What follows belongs to an exercise in optimizing a design on an open flow for small area; a production flow would make more cautious choices.
RTL that was checked went through simulation tests only; none was proved equivalent to the original.
No driver is modelled on the clock port, so clock power and skew are understated where the tree is cut down; a real chip needs a root buffer or a tree.
No activity file was given, so power comes from the tool's default toggle rates.

==> flow/design.v <==
`timescale 1ns/1ps
module top (
  input clk_i,
  input rst_ni,
  input uart_rx_i,
  output uart_tx_o,
  output LED_R,
  output LED_G,
  output LED_B
);
localparam logic [6:0] LF_END = 7'b0000001;
localparam logic [6:0] LF_104 = 7'b0111100;   
localparam logic [6:0] LF_52  = 7'b1101011;   
function automatic logic [6:0] lf_next(input logic [6:0] x);
  lf_next = {x[5:0], x[6] ^ x[5]};
endfunction
logic [2:0] sync;
always_ff @(posedge clk_i or negedge rst_ni) begin
  if (!rst_ni) sync <= 3'b0;
  else         sync <= {sync[1:0], uart_rx_i};
end
localparam logic [1:0] R_IDLE = 2'd0, R_START = 2'd1, R_DATA = 2'd2, R_STOP = 2'd3;
logic [1:0] rstate;
logic [6:0] rcnt;
logic [2:0] rbit;
logic [7:0] rdata;
logic       rzero, offer, wpulse;
assign rzero  = (rcnt == LF_END);
assign offer  = !rstate[1] && (rbit == 3'd6);
assign wpulse = !rstate[1] && (rbit == 3'd7);
always_ff @(posedge clk_i or negedge rst_ni) begin
  if (!rst_ni) begin
    rstate <= R_IDLE;
    rbit   <= 3'd0;
  end else begin
    case (rstate)
      R_IDLE:  if (sync[2:1] == 2'b10) rstate <= R_START;
      R_START: if (rzero) rstate <= (sync[2:1] == 2'b00) ? R_DATA : R_IDLE;
      R_DATA:  if (rzero && rbit == 3'd7) rstate <= R_STOP;
      R_STOP:  if (rzero) rstate <= R_IDLE;
    endcase
    if (rstate == R_STOP) begin
      if (rzero) rbit <= 3'd4;
    end else if (rstate == R_DATA) begin
      if (rzero) rbit <= rbit + 3'd1;
    end else if (rbit != 3'd0) begin
      rbit <= rbit + 3'd1;
    end
  end
end
always_ff @(posedge clk_i) begin
  if (rstate == R_IDLE) rcnt <= LF_52;
  else if (rzero)       rcnt <= LF_104;
  else                  rcnt <= lf_next(rcnt);
  if (rstate == R_DATA && rzero) rdata <= {sync[2], rdata[7:1]};
end
logic [2:0] led;
always_ff @(posedge clk_i or negedge rst_ni) begin
  if (!rst_ni)    led <= 3'b0;
  else if (offer) led <= rdata[2:0];
end
assign LED_R = led[2];
assign LED_G = led[1];
assign LED_B = led[0];
logic [7:0] ring [0:15];
logic [3:0] wdist, rdist;
logic same, lastw, full, empty, commit, load, ins, wvalid, startbit;
assign same   = (wdist == rdist);
assign full   = same && lastw;
assign empty  = same && !lastw;
assign commit = wpulse && !full;
assign ins    = wvalid && (wdist == 4'd1) && !(full && startbit);
always_ff @(posedge clk_i) begin
  ring[0] <= ins ? rdata : ring[15];
  for (int i = 1; i < 16; i++) ring[i] <= ring[i-1];
end
always_ff @(posedge clk_i or negedge rst_ni) begin
  if (!rst_ni) begin
    wdist  <= 4'd0;
    rdist  <= 4'd0;
    lastw  <= 1'b0;
    wvalid <= 1'b0;
  end else begin
    if (commit) wvalid <= 1'b1;
    else if (rstate == R_DATA && rzero) wvalid <= 1'b0;
    if (commit)    lastw <= 1'b1;
    else if (load) lastw <= 1'b0;
    if (!commit) wdist <= wdist - 4'd1;
    if (!load)   rdist <= rdist - 4'd1;
  end
end
logic tbusy, tready, txo;
logic [7:0] tbyte;
logic [6:0] tcnt;
logic [3:0] tbit;
logic tzero;
assign tzero    = (tcnt == LF_END);
assign load     = tready && !tbusy;
assign startbit = tbusy && (tbit == 4'd0);
always_ff @(posedge clk_i) begin
  if (startbit && rdist == 4'd1) tbyte <= ring[15];
  if (!tbusy || tzero) tcnt <= LF_104;
  else                 tcnt <= lf_next(tcnt);
  if (!tbusy)     tbit <= 4'd0;
  else if (tzero) tbit <= tbit + 4'd1;
end
always_ff @(posedge clk_i or negedge rst_ni) begin
  if (!rst_ni) begin
    tbusy  <= 1'b0;
    tready <= 1'b0;
    txo    <= 1'b1;
  end else begin
    tready <= !empty && !tbusy;
    if (!tbusy) begin
      if (load) begin
        tbusy <= 1'b1;
        txo   <= 1'b0;
      end
    end else if (tzero) begin
      txo <= tbit[3] ? 1'b1 : tbyte[tbit[2:0]];
      if (tbit == 4'd9) tbusy <= 1'b0;
    end
  end
end
assign uart_tx_o = txo;
endmodule
make LEC_CHECK=0 ABC_AREA=1 CAP_MARGIN=20 CORE_MARGIN=2 CORE_UTILIZATION=60 CTS_BUF_LIST=sky130_fd_sc_hd__clkbuf_8 CTS_CLUSTER_DIAMETER=100 CTS_CLUSTER_SIZE=40 SLEW_MARGIN=20 finish   # period 10.0 ns
run.sh (not shown) runs the stock make flow with config.mk's settings and CLKGATE_MAP_FILE= SYNTH_SCRIPT=/design/flow/synth_recipe.tcl, a recipe that flattens the netlist after the stock synthesis.
The starting point ran to the end with no violations.
==> next run, changes <==
Settings changed: CTS_BUF_LIST sky130_fd_sc_hd__clkbuf_8 to sky130_fd_sc_hd__clkbuf_4 sky130_fd_sc_hd__clkbuf_8 sky130_fd_sc_hd__clkbuf_16, CTS_CLUSTER_DIAMETER 100 to 80, CTS_CLUSTER_SIZE 40 to 30.
Effect:
- clock-buffer cell count stays the same
- fmax fell by 2.3%
- critical path depth stays the same
- final cell count is unchanged
- cell area rose by 3.1%
- synthesized cell count is unchanged
No functional check of the RTL was part of any run of this note.

========
top, a different RTL version from the one above (not shown whole).
Size in the first run: roughly 400 cells after synthesis, roughly 7 I/O pins.
==> flow/config.mk <==
export PLATFORM = sky130hd
export DESIGN_NAME = top
export DESIGN_NICKNAME = top
export VERILOG_FILES = /design/flow/design.v
export SDC_FILE = /design/flow/constraint.sdc
export NUM_CORES = 4
export LEC_CHECK = 0
export ABC_AREA = 1
export CAP_MARGIN = 20
export CORE_MARGIN = 2
export CORE_UTILIZATION = 70
export SLEW_MARGIN = 20
==> flow/constraint.sdc <==
create_clock -name core_clock -period 10.0 [get_ports {clk_i}]
set_input_delay 2.0000 -clock core_clock [delete_from_list [all_inputs] [get_ports {clk_i}]]
set_output_delay 2.0000 -clock core_clock [all_outputs]
set_load 0.01 [all_outputs]
standard.sh (not shown) runs the stock make flow with config.mk's settings and CLKGATE_MAP_FILE= SYNTH_SCRIPT=/design/flow/synth_recipe.tcl, a recipe that flattens the netlist after the stock synthesis.
==> flow/flow/run.sh <==
#!/bin/bash
# Standard ORFS layout, except that the clock tree is a small hand-built one
# (flow/clock_tree.tcl) instead of TritonCTS's.
set -e
here=$(pwd)
cp -r "$FLOW_HOME/scripts" "$here/scripts"
python3 - "$here/scripts/cts.tcl" "$here/flow/clock_tree.tcl" <<'PY'
import sys
p, tree = sys.argv[1], sys.argv[2]
s = open(p).read()
old = "log_cmd clock_tree_synthesis {*}$cts_args"
assert old in s
s = s.replace(old, "source " + tree)
open(p, "w").write(s)
PY
export CT_LEAVES=9 BUFFER_PORTS_ARGS="-buffer_cell sky130_fd_sc_hd__buf_1"
bash standard.sh SCRIPTS_DIR="$here/scripts" finish > standard.log 2>&1
Other scripts of this flow, unchanged in this note and not shown: flow/flow/clock_tree.tcl
The starting point finished with timing, DRC and antenna clean.
==> next run, changes <==
--- a/flow/flow/run.sh
+++ b/flow/flow/run.sh
@@ -16 +16 @@
-export CT_LEAVES=9 BUFFER_PORTS_ARGS="-buffer_cell sky130_fd_sc_hd__buf_1"
+export PRE_FLOORPLAN_TCL="$here/flow/downsize.tcl" CT_LEAVES=9 BUFFER_PORTS_ARGS="-buffer_cell sky130_fd_sc_hd__buf_1"
==> flow/flow/downsize.tcl (new file) <==
# Before floorplanning: give every cell the smallest-area drive strength of
# its function (ABC sizes cells for speed; the clock period leaves lots of
# slack). Later repair steps still fix any slew or capacitance violation.
proc my_downsize {} {
  set db [ord::get_db]
  set masters {}
  foreach lib [$db getLibs] {
    foreach m [$lib getMasters] { lappend masters [$m getName] }
  }
  set dont_use [expr {[info exists ::env(DONT_USE_CELLS)] ? $::env(DONT_USE_CELLS) : {}}]
  set n 0
  foreach inst [[ord::get_db_block] getInsts] {
    set cur [[$inst getMaster] getName]
    if {![regexp {^(sky130_fd_sc_hd__[a-z0-9]+)_([0-9]+)$} $cur -> base size]} { continue }
    set best $cur
    set best_area [expr {[[$inst getMaster] getWidth] * [[$inst getMaster] getHeight]}]
    foreach m [lsearch -all -inline -regexp $masters "^${base}_\[0-9\]+\$"] {
      if {[lsearch -exact $dont_use $m] >= 0} { continue }
      set mm [$db findMaster $m]
      set a [expr {[$mm getWidth] * [$mm getHeight]}]
      if {$a < $best_area} { set best $m; set best_area $a }
    }
    if {$best ne $cur} {
      replace_cell [$inst getName] $best
      incr n
    }
  }
  puts "my_downsize: resized $n cells"
}
my_downsize
After rerunning: The changed run completed with no timing, DRC or antenna violations. Die area falls by 1.6%. Power is lower by 0.61%. Routed wire length shrinks by 1.7%. Clock skew went down by 0.0053 ns. Fmax barely changes.
No run of this note takes its clock network from TritonCTS; it comes from the design's own scripts or RTL.

========
top, a different RTL version from the one above (not shown whole).
Size in the first run: roughly 180 flip-flops, ~5100 µm² of cells after synthesis.
Settings: LEC_CHECK=0, ABC_AREA=1, CAP_MARGIN=20, CORE_MARGIN=2, CORE_UTILIZATION=70, SLEW_MARGIN=20; clock period 10.0 ns.
==> flow/flow/run.sh <==
#!/bin/bash
# Standard ORFS layout, except that the clock tree is a small hand-built one
# (flow/clock_tree.tcl) instead of TritonCTS's.
set -e
here=$(pwd)
cp -r "$FLOW_HOME/scripts" "$here/scripts"
python3 - "$here/scripts/cts.tcl" "$here/flow/clock_tree.tcl" <<'PY'
import sys
p, tree = sys.argv[1], sys.argv[2]
s = open(p).read()
old = "log_cmd clock_tree_synthesis {*}$cts_args"
assert old in s
s = s.replace(old, "source " + tree)
open(p, "w").write(s)
PY
export CT_LEAVES=10 BUFFER_PORTS_ARGS="-buffer_cell sky130_fd_sc_hd__buf_1"
bash standard.sh SCRIPTS_DIR="$here/scripts" finish > standard.log 2>&1
==> flow/flow/clock_tree.tcl <==
# Small clock tree in place of TritonCTS: one root buffer driving a few leaf
# buffers, each at the centre of a group of flip-flops. The groups come from
# recursive bisection of the flip-flop positions, so they are of equal size.
proc my_ct_split {sinks k} {
  if {$k <= 1} { return [list $sinks] }
  set xs {}; set ys {}
  foreach s $sinks { lappend xs [lindex $s 1]; lappend ys [lindex $s 2] }
  set xs [lsort -real $xs]; set ys [lsort -real $ys]
  set dx [expr {[lindex $xs end] - [lindex $xs 0]}]
  set dy [expr {[lindex $ys end] - [lindex $ys 0]}]
  set idx [expr {$dx >= $dy ? 1 : 2}]
  set sorted [lsort -real -index $idx $sinks]
  set k1 [expr {$k / 2}]
  set n1 [expr {int(round([llength $sinks] * double($k1) / $k))}]
  return [concat [my_ct_split [lrange $sorted 0 [expr {$n1 - 1}]] $k1] \
                 [my_ct_split [lrange $sorted $n1 end] [expr {$k - $k1}]]]
}
proc my_clock_tree {} {
  set nleaf [expr {[info exists ::env(CT_LEAVES)] ? $::env(CT_LEAVES) : 8}]
  set leafcell [expr {[info exists ::env(CT_LEAF_CELL)] ? $::env(CT_LEAF_CELL) : "sky130_fd_sc_hd__clkbuf_8"}]
  set rootcell [expr {[info exists ::env(CT_ROOT_CELL)] ? $::env(CT_ROOT_CELL) : "sky130_fd_sc_hd__clkbuf_16"}]
  set db [ord::get_db]
  set block [ord::get_db_block]
  set clk [$block findNet clk_i]
  set sinks {}
  foreach it [$clk getITerms] {
    set bb [[$it getInst] getBBox]
    lappend sinks [list $it [expr {([$bb xMin] + [$bb xMax]) / 2.0}] [expr {([$bb yMin] + [$bb yMax]) / 2.0}]]
  }
  puts "my_clock_tree: [llength $sinks] sinks, $nleaf leaves"
  set groups [my_ct_split $sinks $nleaf]
  set root [odb::dbInst_create $block [$db findMaster $rootcell] clkbuf_root]
  set rnet [odb::dbNet_create $block clknet_root]
  $rnet setSigType CLOCK
  [$root findITerm A] connect $clk
  [$root findITerm X] connect $rnet
  set rx 0.0; set ry 0.0
  set k 0
  foreach g $groups {
    set sx 0.0; set sy 0.0
    foreach s $g { set sx [expr {$sx + [lindex $s 1]}]; set sy [expr {$sy + [lindex $s 2]}] }
    set cx [expr {$sx / [llength $g]}]; set cy [expr {$sy / [llength $g]}]
    set rx [expr {$rx + $cx}]; set ry [expr {$ry + $cy}]
    set inst [odb::dbInst_create $block [$db findMaster $leafcell] clkbuf_leaf_$k]
    set net [odb::dbNet_create $block clknet_leaf_$k]
    $net setSigType CLOCK
    [$inst findITerm A] connect $rnet
    [$inst findITerm X] connect $net
    $inst setLocation [expr {int($cx)}] [expr {int($cy)}]
    $inst setPlacementStatus PLACED
    foreach s $g {
      set it [lindex $s 0]
      $it disconnect
      $it connect $net
    }
    puts "my_clock_tree: leaf $k drives [llength $g] sinks"
    incr k
  }
  $root setLocation [expr {int($rx / $k)}] [expr {int($ry / $k)}]
  $root setPlacementStatus PLACED
  set_propagated_clock [all_clocks]
}
my_clock_tree
The baseline finished clean.
Rerun with:
--- a/flow/flow/run.sh
+++ b/flow/flow/run.sh
@@ -14,4 +14,4 @@
 open(p, "w").write(s)
 PY
-export CT_LEAVES=10 BUFFER_PORTS_ARGS="-buffer_cell sky130_fd_sc_hd__buf_1"
+export CT_LEAVES=8
 bash standard.sh SCRIPTS_DIR="$here/scripts" finish > standard.log 2>&1
Outcome:
- The changed run passed the timing, DRC and antenna checks
- synthesized cell count does not change
- worst setup slack got worse by 0.38 ns
- die area stays the same
- worst hold slack stays flat
- total power came out lower by 0.96%
- global-route usage came out lower by 1.0 points
- cell area stays flat
- via count came out higher by 0.37%
Rerun with:
--- a/flow/flow/run.sh
+++ b/flow/flow/run.sh
@@ -14,4 +14,4 @@
 open(p, "w").write(s)
 PY
-export CT_LEAVES=8
+export CT_LEAVES=9 BUFFER_PORTS_ARGS="-buffer_cell sky130_fd_sc_hd__buf_1"
 bash standard.sh SCRIPTS_DIR="$here/scripts" finish > standard.log 2>&1
- The changed run ran to the end with no violations
- power stays flat
- final cell count hardly moves
- worst setup slack improved by 0.38 ns
- clock power came out higher by about 4%
- area after synthesis is unchanged
- utilization came out lower by 0.33 points
No run of this note takes its clock network from TritonCTS; it comes from the design's own scripts or RTL.

## static timing again, ports no longer ideal
No port has a modelled driver above. Below, the same layouts with a new extraction and two added sets of constraints.
Step 1 sets driving cells, clkbuf_16 on the clock port and buf_2 on the other inputs (assumed; they add their load-dependent delay and slew).
Step 2 times the ports against the registers' clock, not the clock port: input delays grow and output delays shrink by t, the midpoint of the rising clock arrivals with the driver on.
Three values: ideal, step 1, step 2; two values: the first two.
| run | t (ns) | setup WS [ns] | cell pins on the clock port's net |
|---|---|---|---|
| the first run of note 1 | 0.462 | 6.502 / 6.468 / 6.930 | 1 |
| the second run of note 1 | 0.548 | 6.421 / 6.388 / 6.935 | 1 |
| the first run of note 2 | 0.381 | 6.953 / 6.919 / 7.300 | 1 |
| the second run of note 2 | 0.380 | 6.952 / 6.919 / 7.299 | 1 |
| the first run of note 3 | 0.382 | 6.959 / 6.926 / 7.308 | 1 |
| the second run of note 3 | 0.381 | 6.576 / 6.541 / 6.922 | 1 |
| the third run of note 3 | 0.384 | 6.953 / 6.920 / 7.304 | 1 |
After both steps setup and hold are still met in every run listed.
